From an optimization exercise on the open Yosys and OpenROAD flow, aimed at small area and a short achievable clock period; shortcuts taken in it are not production practice.
RTL that was checked went through simulation tests only; none was proved equivalent to the original.
Power and IR drop assume default switching activity.

==> module cnt_next, before the edit <==
module cnt_next (
    input  wire [31:0] q,
    input  wire [31:0] pw,
    input  wire        rstn,
    input  wire        load,
    input  wire        inc,
    input  wire        clr,
    output wire [31:0] d
);
    wire [7:0]  g;
    wire [7:0]  gin;
    wire [31:0] c;
    genvar i;
    generate
        for (i = 0; i < 8; i = i + 1) begin : g_grp
            assign g[i] = &q[4 * i + 3:4 * i];
            if (i == 0) begin : g_first
                assign gin[i] = inc;
            end else begin : g_rest
                assign gin[i] = inc & (&g[i - 1:0]);
            end
            assign c[4 * i]     = gin[i];
            assign c[4 * i + 1] = gin[i] & q[4 * i];
            assign c[4 * i + 2] = gin[i] & q[4 * i] & q[4 * i + 1];
            assign c[4 * i + 3] = gin[i] & q[4 * i] & q[4 * i + 1] & q[4 * i + 2];
        end
    endgenerate
    wire ld   = rstn & load;
    wire keep = rstn & ~load & (inc | ~clr);
    assign d = ({32{ld}} & pw) | ({32{keep}} & (q ^ c));
endmodule
Settings: LEC_CHECK=0, CAP_MARGIN=20, CORE_MARGIN=2, CORE_UTILIZATION=40, CTS_BUF_LIST=sky130_fd_sc_hd__clkbuf_16, CTS_CLUSTER_DIAMETER=90, CTS_CLUSTER_SIZE=22, SETUP_SLACK_MARGIN=5, SLEW_MARGIN=20, SYNTH_HIERARCHICAL=1, SYNTH_MINIMUM_KEEP_SIZE=0; clock period 10.0 ns.
standard.sh (not shown) runs the stock make flow with config.mk's settings and CLKGATE_MAP_FILE= SYNTH_SCRIPT=/design/flow/synth_recipe.tcl, a recipe that flattens the netlist after the stock synthesis.
==> flow/flow/run.sh <==
#!/bin/bash
set -euo pipefail
bash standard.sh SETUP_SLACK_MARGIN=6.5 'BUFFER_PORTS_ARGS=-buffer_cell sky130_fd_sc_hd__buf_2' finish > flow_make.log 2>&1
Change:
--- a/flow/design.v
+++ b/flow/design.v
@@ -177,31 +177,32 @@
     input  wire        load,
     input  wire        inc,
     input  wire        clr,
     output wire [31:0] d
 );
-    wire [7:0]  g;
-    wire [7:0]  gin;
+    wire [7:0] g;
+    wire [7:0] gin;
     wire [31:0] c;
     genvar i;
     generate
         for (i = 0; i < 8; i = i + 1) begin : g_grp
             assign g[i] = &q[4 * i + 3:4 * i];
             if (i == 0) begin : g_first
-                assign gin[i] = inc;
+                assign gin[i] = 1'b1;
             end else begin : g_rest
-                assign gin[i] = inc & (&g[i - 1:0]);
+                assign gin[i] = &g[i - 1:0];
             end
             assign c[4 * i]     = gin[i];
             assign c[4 * i + 1] = gin[i] & q[4 * i];
             assign c[4 * i + 2] = gin[i] & q[4 * i] & q[4 * i + 1];
             assign c[4 * i + 3] = gin[i] & q[4 * i] & q[4 * i + 1] & q[4 * i + 2];
         end
     endgenerate
-    wire ld   = rstn & load;
-    wire keep = rstn & ~load & (inc | ~clr);
-    assign d = ({32{ld}} & pw) | ({32{keep}} & (q ^ c));
+    wire ld = rstn & load;
+    wire up = rstn & ~load & inc;
+    wire hd = rstn & ~load & ~inc & ~clr;
+    assign d = ({32{ld}} & pw) | ({32{up}} & (q ^ c)) | ({32{hd}} & q);
 endmodule
 module g_nor4 (input wire [3:0] a, output wire y);
     assign y = ~|a;
 endmodule
 module g_nor2 (input wire [1:0] a, output wire y);
Outcome: Area after synthesis rose by 1.3%; worst setup slack gets worse by 80 ps; wire length goes up by 11%; count of clock-buffer cells in the layout does not change; die area goes up by 1.3%; cell area increases by 1.5%; total power grows by 0.43%; maximum frequency went down by 2.2%; final cell count climbs by 3.3%; combinational power rose by about 2%; clock skew goes down by 7.6 ps.

---

The RTL this note starts from:
==> flow/design.v <==
module APB_INT_Count #(
    parameter DATA_WIDTH = 32,
    parameter ADDR_WIDTH = 16
)
(
    input  wire                     PCLK,
    input  wire                     PRESETn,
    input  wire                     PSEL,
    input  wire                     PENABLE,
    input  wire                     PWRITE,
    input  wire [ADDR_WIDTH-1:0]    PADDR,
    input  wire [DATA_WIDTH-1:0]    PWDATA,
    output reg  [DATA_WIDTH-1:0]    PRDATA,
    output reg                      PREADY,
    output reg                      PSLVERR,
    output wire                     linux_irq,
    output wire                     lim_irq,
    output wire                     itim_irq,
    input  wire                     linux_ack,
    input  wire                     lim_ack,
    input  wire                     itim_ack
);
    reg  [31:0] ctrl  [1:3];
    reg  [31:0] cnt0  [1:3];           
    reg  [31:0] slot  [1:3][0:9];      
    reg  [9:0]  ptr   [1:3];           
    reg  [9:1]  fill  [1:3];           
    reg         invalid_access;
    assign linux_irq = ctrl[1][0];
    assign lim_irq   = ctrl[2][0];
    assign itim_irq  = ctrl[3][0];
    wire [3:1] ack = {itim_ack, lim_ack, linux_ack};
    wire [3:1] irq = {itim_irq, lim_irq, linux_irq};
    wire       acc  = PSEL & PENABLE;
    wire       wacc = acc & PWRITE;
    wire       racc = acc & ~PWRITE;
    wire       hi0  = (PADDR[15:8] == 8'h00) && (PADDR[1:0] == 2'b00);
    wire [3:0] lo   = PADDR[5:2];
    wire [15:0] dlo;
    genvar gi;
    generate
        for (gi = 0; gi < 16; gi = gi + 1) begin : g_dlo
            assign dlo[gi] = (lo == gi);
        end
    endgenerate
    wire grp0 = hi0 & (PADDR[7:6] == 2'b00);
    wire grp1 = hi0 & (PADDR[7:6] == 2'b01);
    wire grp2 = hi0 & (PADDR[7:6] == 2'b10);
    wire [3:1] grp = {grp2, grp1, grp0};
    function [3:0] base;
        input integer ch;
        base = (ch == 1) ? 4'd4 : 4'd0;
    endfunction
    wire [3:1] wr_ctrl = {wacc & grp0 & dlo[3], wacc & grp0 & dlo[2], wacc & grp0 & dlo[1]};
    wire [3:1] load    = {wacc & grp2 & dlo[0], wacc & grp1 & dlo[0], wacc & grp0 & dlo[4]};
    wire       wvalid  = grp0 & (dlo[0] | dlo[1] | dlo[2] | dlo[3] | dlo[4])
                       | (grp1 | grp2) & dlo[0];
    wire       rvalid  = grp0 & (lo <= 4'd13) | (grp1 | grp2) & (lo <= 4'd9);
    reg  [31:0] rdata;
    reg  [9:1]  rk;
    reg         sel;
    integer c, s, j;
    always @* begin
        rdata = {31'd0, racc & grp0 & dlo[0]};                    
        for (c = 1; c <= 3; c = c + 1) begin
            rdata = rdata | ({32{racc & grp0 & dlo[c]}} & ctrl[c]);
            rdata = rdata | ({32{racc & grp[c] & dlo[base(c)]}} & cnt0[c]);
            for (j = 1; j <= 9; j = j + 1)
                rk[j] = racc & grp[c] & dlo[base(c) + j] & fill[c][j];   
            for (s = 0; s < 10; s = s + 1) begin
                sel = 1'b0;
                for (j = 1; j <= 9; j = j + 1)
                    sel = sel | (rk[j] & ptr[c][(s + j) % 10]);
                rdata = rdata | ({32{sel}} & slot[c][s]);
            end
        end
        rdata = rdata | ({32{~racc}} & PRDATA);                    
    end
    genvar gc, gs;
    generate
        for (gc = 1; gc <= 3; gc = gc + 1) begin : g_ch
            wire shift = ack[gc] & ~irq[gc] & ~load[gc];
            always @(posedge PCLK) begin
                if (!PRESETn)
                    cnt0[gc] <= 32'd0;
                else if (load[gc])
                    cnt0[gc] <= PWDATA;
                else if (irq[gc])
                    cnt0[gc] <= cnt0[gc] + 32'd1;
                else if (ack[gc])
                    cnt0[gc] <= 32'd0;
            end
            always @(posedge PCLK) begin
                if (!PRESETn) begin
                    ptr[gc]   <= 10'd1;
                    fill[gc]  <= 9'd0;
                end else if (shift) begin
                    ptr[gc]   <= {ptr[gc][8:0], ptr[gc][9]};
                    fill[gc]  <= {fill[gc][8:1], 1'b1};
                end
            end
            for (gs = 0; gs < 10; gs = gs + 1) begin : g_slot
                always @(posedge PCLK)
                    if (ptr[gc][gs])
                        slot[gc][gs] <= cnt0[gc];
            end
        end
    endgenerate
    always @(posedge PCLK or negedge PRESETn) begin
        if (!PRESETn) begin
            ctrl[1] <= 32'd0;
            ctrl[2] <= 32'd0;
            ctrl[3] <= 32'd0;
            PRDATA <= 32'd0;
            PREADY <= 1'b0;
            PSLVERR <= 1'b0;
            invalid_access <= 1'b0;
        end else begin
            for (c = 1; c <= 3; c = c + 1) begin
                if (wr_ctrl[c])
                    ctrl[c] <= PWDATA;
                else if (ack[c])
                    ctrl[c][0] <= 1'b0;
            end
            PRDATA <= rdata;
            invalid_access <= acc & ~(PWRITE ? wvalid : rvalid);
            PREADY <= acc & ~invalid_access;
            PSLVERR <= acc & invalid_access;
        end
    end
endmodule
==> flow/config.mk <==
export PLATFORM = sky130hd
export DESIGN_NAME = APB_INT_Count
export DESIGN_NICKNAME = APB_INT_Count
export VERILOG_FILES = /design/flow/design.v
export SDC_FILE = /design/flow/constraint.sdc
export NUM_CORES = 4
export LEC_CHECK = 0
export ABC_CLOCK_PERIOD_IN_PS = 2500
export CAP_MARGIN = 20
export CORE_MARGIN = 2
export CORE_UTILIZATION = 40
export SETUP_SLACK_MARGIN = 5
export SLEW_MARGIN = 20
==> flow/constraint.sdc <==
create_clock -name core_clock -period 10.0 [get_ports {PCLK}]
set_input_delay 2.0000 -clock core_clock [delete_from_list [all_inputs] [get_ports {PCLK}]]
set_output_delay 2.0000 -clock core_clock [all_outputs]
set_load 0.01 [all_outputs]
run.sh (not shown) runs the stock make flow with config.mk's settings and CLKGATE_MAP_FILE= SYNTH_SCRIPT=/design/flow/synth_recipe.tcl, a recipe that flattens the netlist after the stock synthesis.
Stock flow here: none of the scripts above is used.
The starting point ran to the end with no violations.
Next try:
--- a/flow/design.v
+++ b/flow/design.v
@@ -19,13 +19,12 @@
     input  wire                     linux_ack,
     input  wire                     lim_ack,
     input  wire                     itim_ack
 );
-    reg  [31:0] ctrl  [1:3];
-    reg  [31:0] cnt0  [1:3];           
-    reg  [31:0] slot  [1:3][0:9];      
-    reg  [9:0]  ptr   [1:3];           
-    reg  [9:1]  fill  [1:3];           
+    reg  [31:0] ctrl [1:3];
+    reg  [31:0] cnt0 [1:3];           
+    reg  [31:0] slot [1:3][0:8];      
+    reg  [8:0]  ptr  [1:3];           
     reg         invalid_access;
     assign linux_irq = ctrl[1][0];
     assign lim_irq   = ctrl[2][0];
     assign itim_irq  = ctrl[3][0];
@@ -34,8 +33,9 @@
     wire       acc  = PSEL & PENABLE;
     wire       wacc = acc & PWRITE;
     wire       racc = acc & ~PWRITE;
     wire       hi0  = (PADDR[15:8] == 8'h00) && (PADDR[1:0] == 2'b00);
+    wire [5:0] a    = PADDR[7:2];
     wire [3:0] lo   = PADDR[5:2];
     wire [15:0] dlo;
     genvar gi;
     generate
@@ -45,42 +45,41 @@
     endgenerate
     wire grp0 = hi0 & (PADDR[7:6] == 2'b00);
     wire grp1 = hi0 & (PADDR[7:6] == 2'b01);
     wire grp2 = hi0 & (PADDR[7:6] == 2'b10);
-    wire [3:1] grp = {grp2, grp1, grp0};
-    function [3:0] base;
-        input integer ch;
-        base = (ch == 1) ? 4'd4 : 4'd0;
-    endfunction
     wire [3:1] wr_ctrl = {wacc & grp0 & dlo[3], wacc & grp0 & dlo[2], wacc & grp0 & dlo[1]};
     wire [3:1] load    = {wacc & grp2 & dlo[0], wacc & grp1 & dlo[0], wacc & grp0 & dlo[4]};
     wire       wvalid  = grp0 & (dlo[0] | dlo[1] | dlo[2] | dlo[3] | dlo[4])
                        | (grp1 | grp2) & dlo[0];
     wire       rvalid  = grp0 & (lo <= 4'd13) | (grp1 | grp2) & (lo <= 4'd9);
+    wire [3:1] grp = {grp2, grp1, grp0};
+    wire [3:0] off [1:3];
+    assign off[1] = 4'd4;
+    assign off[2] = 4'd0;
+    assign off[3] = 4'd0;
     reg  [31:0] rdata;
-    reg  [9:1]  rk;
-    reg         sel;
     integer c, s, j;
     always @* begin
         rdata = {31'd0, racc & grp0 & dlo[0]};                    
         for (c = 1; c <= 3; c = c + 1) begin
             rdata = rdata | ({32{racc & grp0 & dlo[c]}} & ctrl[c]);
-            rdata = rdata | ({32{racc & grp[c] & dlo[base(c)]}} & cnt0[c]);
-            for (j = 1; j <= 9; j = j + 1)
-                rk[j] = racc & grp[c] & dlo[base(c) + j] & fill[c][j];   
-            for (s = 0; s < 10; s = s + 1) begin
+            rdata = rdata | ({32{racc & grp[c] & dlo[off[c]]}} & cnt0[c]);
+            for (s = 0; s < 9; s = s + 1) begin : g_sel
+                reg sel;
                 sel = 1'b0;
                 for (j = 1; j <= 9; j = j + 1)
-                    sel = sel | (rk[j] & ptr[c][(s + j) % 10]);
-                rdata = rdata | ({32{sel}} & slot[c][s]);
+                    sel = sel | (dlo[off[c] + j] & ptr[c][(s + j) % 9]);
+                rdata = rdata | ({32{racc & grp[c] & sel}} & slot[c][s]);
             end
         end
         rdata = rdata | ({32{~racc}} & PRDATA);                    
     end
+    wire [31:0] bus [1:3];
     genvar gc, gs;
     generate
         for (gc = 1; gc <= 3; gc = gc + 1) begin : g_ch
             wire shift = ack[gc] & ~irq[gc] & ~load[gc];
+            assign bus[gc] = cnt0[gc] & {32{PRESETn}};
             always @(posedge PCLK) begin
                 if (!PRESETn)
                     cnt0[gc] <= 32'd0;
                 else if (load[gc])
@@ -90,20 +89,18 @@
                 else if (ack[gc])
                     cnt0[gc] <= 32'd0;
             end
             always @(posedge PCLK) begin
-                if (!PRESETn) begin
-                    ptr[gc]   <= 10'd1;
-                    fill[gc]  <= 9'd0;
-                end else if (shift) begin
-                    ptr[gc]   <= {ptr[gc][8:0], ptr[gc][9]};
-                    fill[gc]  <= {fill[gc][8:1], 1'b1};
+                if (!PRESETn)
+                    ptr[gc] <= 9'b000000001;
+                else if (shift)
+                    ptr[gc] <= {ptr[gc][7:0], ptr[gc][8]};
+            end
+            for (gs = 0; gs < 9; gs = gs + 1) begin : g_slot
+                always @(posedge PCLK) begin
+                    if (!PRESETn || (shift && ptr[gc][gs]))
+                        slot[gc][gs] <= bus[gc];
                 end
-            end
-            for (gs = 0; gs < 10; gs = gs + 1) begin : g_slot
-                always @(posedge PCLK)
-                    if (ptr[gc][gs])
-                        slot[gc][gs] <= cnt0[gc];
             end
         end
     endgenerate
     always @(posedge PCLK or negedge PRESETn) begin
=>
- final area came out lower by 8.7%
- wire length came out lower by 16%
- non-clock buffer count goes down by 83
- flip-flop and latch count went down by 126
- total power went down by 5.4%
- worst hold slack got worse by 0.026 ns
- sequential share of layout area goes down by 0.85 points
- clock-buffer cell count falls by 24
- clock power shrinks by 5.6%
- area after synthesis came out lower by 7.5%
- setup slack improves by 0.010 ns
- synthesized cell count is lower by 5.7%
- final cell count goes down by 8.0%
Function not checked in the first run of this note: the RTL went through the layout flow alone.

---

maple:
Another version of the RTL of APB_INT_Count (not shown whole).
For scale: roughly 2,500 cells after synthesis, ~1,100 flip-flops, roughly 0.043 mm^2 of cells after synthesis.
==> module APB_INT_Count, before the edit <==
module APB_INT_Count #(
    parameter DATA_WIDTH = 32,
    parameter ADDR_WIDTH = 16
)
(
    input  wire                     PCLK,
    input  wire                     PRESETn,
    input  wire                     PSEL,
    input  wire                     PENABLE,
    input  wire                     PWRITE,
    input  wire [ADDR_WIDTH-1:0]    PADDR,
    input  wire [DATA_WIDTH-1:0]    PWDATA,
    output reg  [DATA_WIDTH-1:0]    PRDATA,
    output reg                      PREADY,
    output reg                      PSLVERR,
    output wire                     linux_irq,
    output wire                     lim_irq,
    output wire                     itim_irq,
    input  wire                     linux_ack,
    input  wire                     lim_ack,
    input  wire                     itim_ack
);
    reg  [31:0] ctrl [1:3];
    reg  [31:0] cnt0 [1:3];           
    reg  [31:0] hist [1:3][1:9];      
    reg  [9:1]  fill [1:3];           
    reg         invalid_access;
    assign linux_irq = ctrl[1][0];
    assign lim_irq   = ctrl[2][0];
    assign itim_irq  = ctrl[3][0];
    wire [3:1] ack = {itim_ack, lim_ack, linux_ack};
    wire [3:1] irq = {itim_irq, lim_irq, linux_irq};
    wire       acc  = PSEL & PENABLE;
    wire       racc = acc & ~PWRITE;
    wire       nh0, nh1, nl, wacc3, racc3, qw, qr;
    g_nor4 u_nh0 (.a(PADDR[15:12]), .y(nh0));
    g_nor4 u_nh1 (.a(PADDR[11:8]),  .y(nh1));
    g_nor2 u_nl  (.a(PADDR[1:0]),   .y(nl));
    g_and3 u_wa  (.a({PSEL, PENABLE, PWRITE}), .y(wacc3));
    g_and3 u_ra  (.a({PSEL, PENABLE, ~PWRITE}), .y(racc3));
    g_and4 u_qw  (.a({nh0, nh1, nl, wacc3}), .y(qw));
    g_and4 u_qr  (.a({nh0, nh1, nl, racc3}), .y(qr));
    wire       hi0 = nh0 & nh1 & nl;
    wire [7:0] pa, pb;
    genvar gi;
    generate
        for (gi = 0; gi < 8; gi = gi + 1) begin : g_pre
            wire [2:0] kk = gi;
            g_and3 u_pa (.a(PADDR[7:5] ~^ kk), .y(pa[gi]));
            g_and3 u_pb (.a(PADDR[4:2] ~^ kk), .y(pb[gi]));
        end
    endgenerate
    wire [47:0] dw;
    generate
        for (gi = 0; gi < 48; gi = gi + 1) begin : g_dw
            assign dw[gi] = pa[gi >> 3] & pb[gi & 7];
        end
    endgenerate
    wire [3:1] wr_ctrl, load;
    g_and3 u_wc1 (.a({qw, pa[0], pb[1]}), .y(wr_ctrl[1]));
    g_and3 u_wc2 (.a({qw, pa[0], pb[2]}), .y(wr_ctrl[2]));
    g_and3 u_wc3 (.a({qw, pa[0], pb[3]}), .y(wr_ctrl[3]));
    g_and3 u_ld1 (.a({qw, pa[0], pb[4]}), .y(load[1]));
    g_and3 u_ld2 (.a({qw, pa[2], pb[0]}), .y(load[2]));
    g_and3 u_ld3 (.a({qw, pa[4], pb[0]}), .y(load[3]));
    wire [3:0] lo = PADDR[5:2];
    wire       wvalid = hi0 & (dw[0] | dw[1] | dw[2] | dw[3] | dw[4] | dw[16] | dw[32]);
    wire       rvalid = hi0 & ((PADDR[7:6] == 2'b00) & (lo <= 4'd13)
                             | (PADDR[7:6] == 2'b01) & (lo <= 4'd9)
                             | (PADDR[7:6] == 2'b10) & (lo <= 4'd9));
    localparam NSRC = 34;
    wire [NSRC-1:0] rsel;
    wire [31:0]     rsrc [0:NSRC-1];
    assign rsel[0] = dw[0];                                     
    assign rsrc[0] = 32'h0000_0001;
    function integer cbase;
        input integer ch;
        cbase = (ch == 1) ? 4 : (ch == 2) ? 16 : 32;
    endfunction
    genvar rc, rs;
    generate
        for (rc = 1; rc <= 3; rc = rc + 1) begin : g_rsel
            assign rsel[rc] = dw[rc];
            assign rsrc[rc] = ctrl[rc];
            assign rsel[rc + 3] = dw[cbase(rc)];
            assign rsrc[rc + 3] = cnt0[rc];
            for (rs = 1; rs <= 9; rs = rs + 1) begin : g_hist
                assign rsel[6 + (rc - 1) * 9 + rs] = dw[cbase(rc) + rs] & fill[rc][rs];
                assign rsrc[6 + (rc - 1) * 9 + rs] = hist[rc][rs];
            end
        end
    endgenerate
    wire [31:0] rmux;
    genvar rb, rk;
    generate
        for (rb = 0; rb < 32; rb = rb + 1) begin : g_rbit
            wire [NSRC-1:0] d;
            for (rk = 0; rk < NSRC; rk = rk + 1) begin : g_k
                assign d[rk] = rsrc[rk][rb];
            end
            rd_bit #(.N(NSRC)) u_rd (.sel(rsel), .d(d), .q(rmux[rb]));
        end
    endgenerate
    wire [31:0] rdata = ({32{qr}} & rmux) | ({32{~racc}} & PRDATA);
    genvar gc;
    integer k;
    generate
        for (gc = 1; gc <= 3; gc = gc + 1) begin : g_ch
            wire shift = ack[gc] & ~irq[gc] & ~load[gc];
            wire [31:0] cnt0_d;
            cnt_next u_cnt (.q(cnt0[gc]), .pw(PWDATA), .rstn(PRESETn), .load(load[gc]),
                            .inc(irq[gc]), .clr(ack[gc]), .d(cnt0_d));
            always @(posedge PCLK)
                cnt0[gc] <= cnt0_d;
            always @(posedge PCLK) begin
                if (!PRESETn)
                    fill[gc] <= 9'd0;
                else if (shift)
                    fill[gc] <= {fill[gc][8:1], 1'b1};
            end
            always @(posedge PCLK) begin
                if (shift) begin
                    hist[gc][1] <= cnt0[gc];
                    for (k = 2; k <= 9; k = k + 1)
                        hist[gc][k] <= hist[gc][k - 1];
                end
            end
        end
    endgenerate
    integer c;
    always @(posedge PCLK or negedge PRESETn) begin
        if (!PRESETn) begin
            ctrl[1] <= 32'd0;
            ctrl[2] <= 32'd0;
            ctrl[3] <= 32'd0;
            PRDATA <= 32'd0;
            PREADY <= 1'b0;
            PSLVERR <= 1'b0;
            invalid_access <= 1'b0;
        end else begin
            for (c = 1; c <= 3; c = c + 1) begin
                if (wr_ctrl[c])
                    ctrl[c] <= PWDATA;
                else if (ack[c])
                    ctrl[c][0] <= 1'b0;
            end
            PRDATA <= rdata;
            invalid_access <= acc & ~(PWRITE ? wvalid : rvalid);
            PREADY <= acc & ~invalid_access;
            PSLVERR <= acc & invalid_access;
        end
    end
endmodule
==> module rd_bit, before the edit <==
module rd_bit #(
    parameter N = 2
) (
    input  wire [N-1:0] sel,
    input  wire [N-1:0] d,
    output wire         q
);
    assign q = |(sel & d);
endmodule
export LEC_CHECK = 0
export CAP_MARGIN = 20
export CORE_MARGIN = 2
export CORE_UTILIZATION = 40
export SETUP_SLACK_MARGIN = 5
export SLEW_MARGIN = 20
export SYNTH_HIERARCHICAL = 1
export SYNTH_MINIMUM_KEEP_SIZE = 0
create_clock -name core_clock -period 10.0 [get_ports {PCLK}]
standard.sh (not shown) runs the stock make flow with config.mk's settings and CLKGATE_MAP_FILE= SYNTH_SCRIPT=/design/flow/synth_recipe.tcl, a recipe that flattens the netlist after the stock synthesis.
Scripts as last shown in full above: flow/flow/run.sh
## Diff of input files: cedar against maple
--- a/flow/design.v
+++ b/flow/design.v
@@ -89,20 +89,20 @@
                 assign rsrc[6 + (rc - 1) * 9 + rs] = hist[rc][rs];
             end
         end
     endgenerate
-    wire [31:0] rmux;
+    wire [31:0] rmux_n;
     genvar rb, rk;
     generate
         for (rb = 0; rb < 32; rb = rb + 1) begin : g_rbit
             wire [NSRC-1:0] d;
             for (rk = 0; rk < NSRC; rk = rk + 1) begin : g_k
                 assign d[rk] = rsrc[rk][rb];
             end
-            rd_bit #(.N(NSRC)) u_rd (.sel(rsel), .d(d), .q(rmux[rb]));
-        end
-    endgenerate
-    wire [31:0] rdata = ({32{qr}} & rmux) | ({32{~racc}} & PRDATA);
+            rd_bit_n u_rd (.sel(rsel), .d(d), .qn(rmux_n[rb]));
+        end
+    endgenerate
+    wire [31:0] rdata = ({32{qr}} & ~rmux_n) | ({32{~racc}} & PRDATA);
     genvar gc;
     integer k;
     generate
         for (gc = 1; gc <= 3; gc = gc + 1) begin : g_ch
@@ -150,16 +150,26 @@
             PSLVERR <= acc & invalid_access;
         end
     end
 endmodule
-module rd_bit #(
-    parameter N = 2
-) (
-    input  wire [N-1:0] sel,
-    input  wire [N-1:0] d,
-    output wire         q
+module rd_bit_n (
+    input  wire [33:0] sel,
+    input  wire [33:0] d,
+    output wire        qn
 );
-    assign q = |(sel & d);
+    wire [11:0] t;
+    genvar i;
+    generate
+        for (i = 0; i < 11; i = i + 1) begin : g_aoi
+            g_a222oi u_a (.a(sel[3 * i + 2:3 * i]), .b(d[3 * i + 2:3 * i]), .y(t[i]));
+        end
+    endgenerate
+    g_nand2 u_last (.a({sel[33], d[33]}), .y(t[11]));
+    wire [2:0] u;
+    g_nand4 u_n0 (.a(t[3:0]),  .y(u[0]));
+    g_nand4 u_n1 (.a(t[7:4]),  .y(u[1]));
+    g_nand4 u_n2 (.a(t[11:8]), .y(u[2]));
+    g_nor3  u_o  (.a(u), .y(qn));
 endmodule
 module cnt_next (
     input  wire [31:0] q,
     input  wire [31:0] pw,
@@ -203,4 +213,16 @@
 endmodule
 module g_and4 (input wire [3:0] a, output wire y);
     assign y = &a;
 endmodule
+module g_a222oi (input wire [2:0] a, input wire [2:0] b, output wire y);
+    assign y = ~|(a & b);
+endmodule
+module g_nand2 (input wire [1:0] a, output wire y);
+    assign y = ~&a;
+endmodule
+module g_nand4 (input wire [3:0] a, output wire y);
+    assign y = ~&a;
+endmodule
+module g_nor3 (input wire [2:0] a, output wire y);
+    assign y = ~|a;
+endmodule
==> run notes <==
Every run in the comparison, maple and cedar, completed the flow with a clean layout. maple → cedar: pin count of the biggest net entering global routing went down; global-route usage went down. Clock power share ends up lower on cedar. Summary of the comparison: via count normalized by instance count is lower in cedar, relative to maple. Higher number of buffers added by the clock tree synthesis step goes to maple over cedar.

-- static timing again, ports no longer ideal --
No port has a modelled driver above. Below, the same layouts with a new extraction and two added sets of constraints. Step 1 sets driving cells, clkbuf_16 on the clock port and buf_2 on the other inputs (assumed; they add their load-dependent delay and slew). Step 2 moves the port delays by t, midway between the first and last clock arrival at a register: inputs arrive t later, outputs are due t later. That takes back most of the time a late clock gives input paths. Three values: no drivers, after step 1, after step 2; two values: the first two.
| run | shift t [ns] | slack for setup (ns) | hold WS [ns] | latest minus earliest clock arrival (ns) | slew at the worst register clock pin (ns) |
|---|---|---|---|---|---|
| the first run of note 1 | 0.720 | 6.429 / 6.451 / 5.731 | 0.446 / 0.446 / 0.446 | 0.031 / 0.030 | 0.10 / 0.10 |
| the second run of note 1 | 0.726 | 6.349 / 6.376 / 5.650 | 0.440 / 0.440 / 0.440 | 0.030 / 0.029 | 0.10 / 0.10 |
| the first run of note 2 | 0.811 | 4.998 / 5.043 / 4.232 | 0.449 / 0.449 / 0.449 | 0.060 / 0.060 | 0.07 / 0.07 |
| the second run of note 2 | 0.780 | 5.008 / 5.067 / 4.287 | 0.423 / 0.423 / 0.423 | 0.045 / 0.045 | 0.07 / 0.07 |
| maple | 0.749 | 6.323 / 6.346 / 5.597 | 0.416 / 0.416 / 0.416 | 0.042 / 0.042 | 0.07 / 0.07 |
| cedar | 0.734 | 6.462 / 6.498 / 5.764 | 0.431 / 0.431 / 0.431 | 0.041 / 0.042 | 0.07 / 0.07 |
After both steps every run listed still meets setup and hold. For the first run of note 2, which loses most, drivers alone change the setup slack by +0.045 ns; drivers and shift together by -0.766 ns.
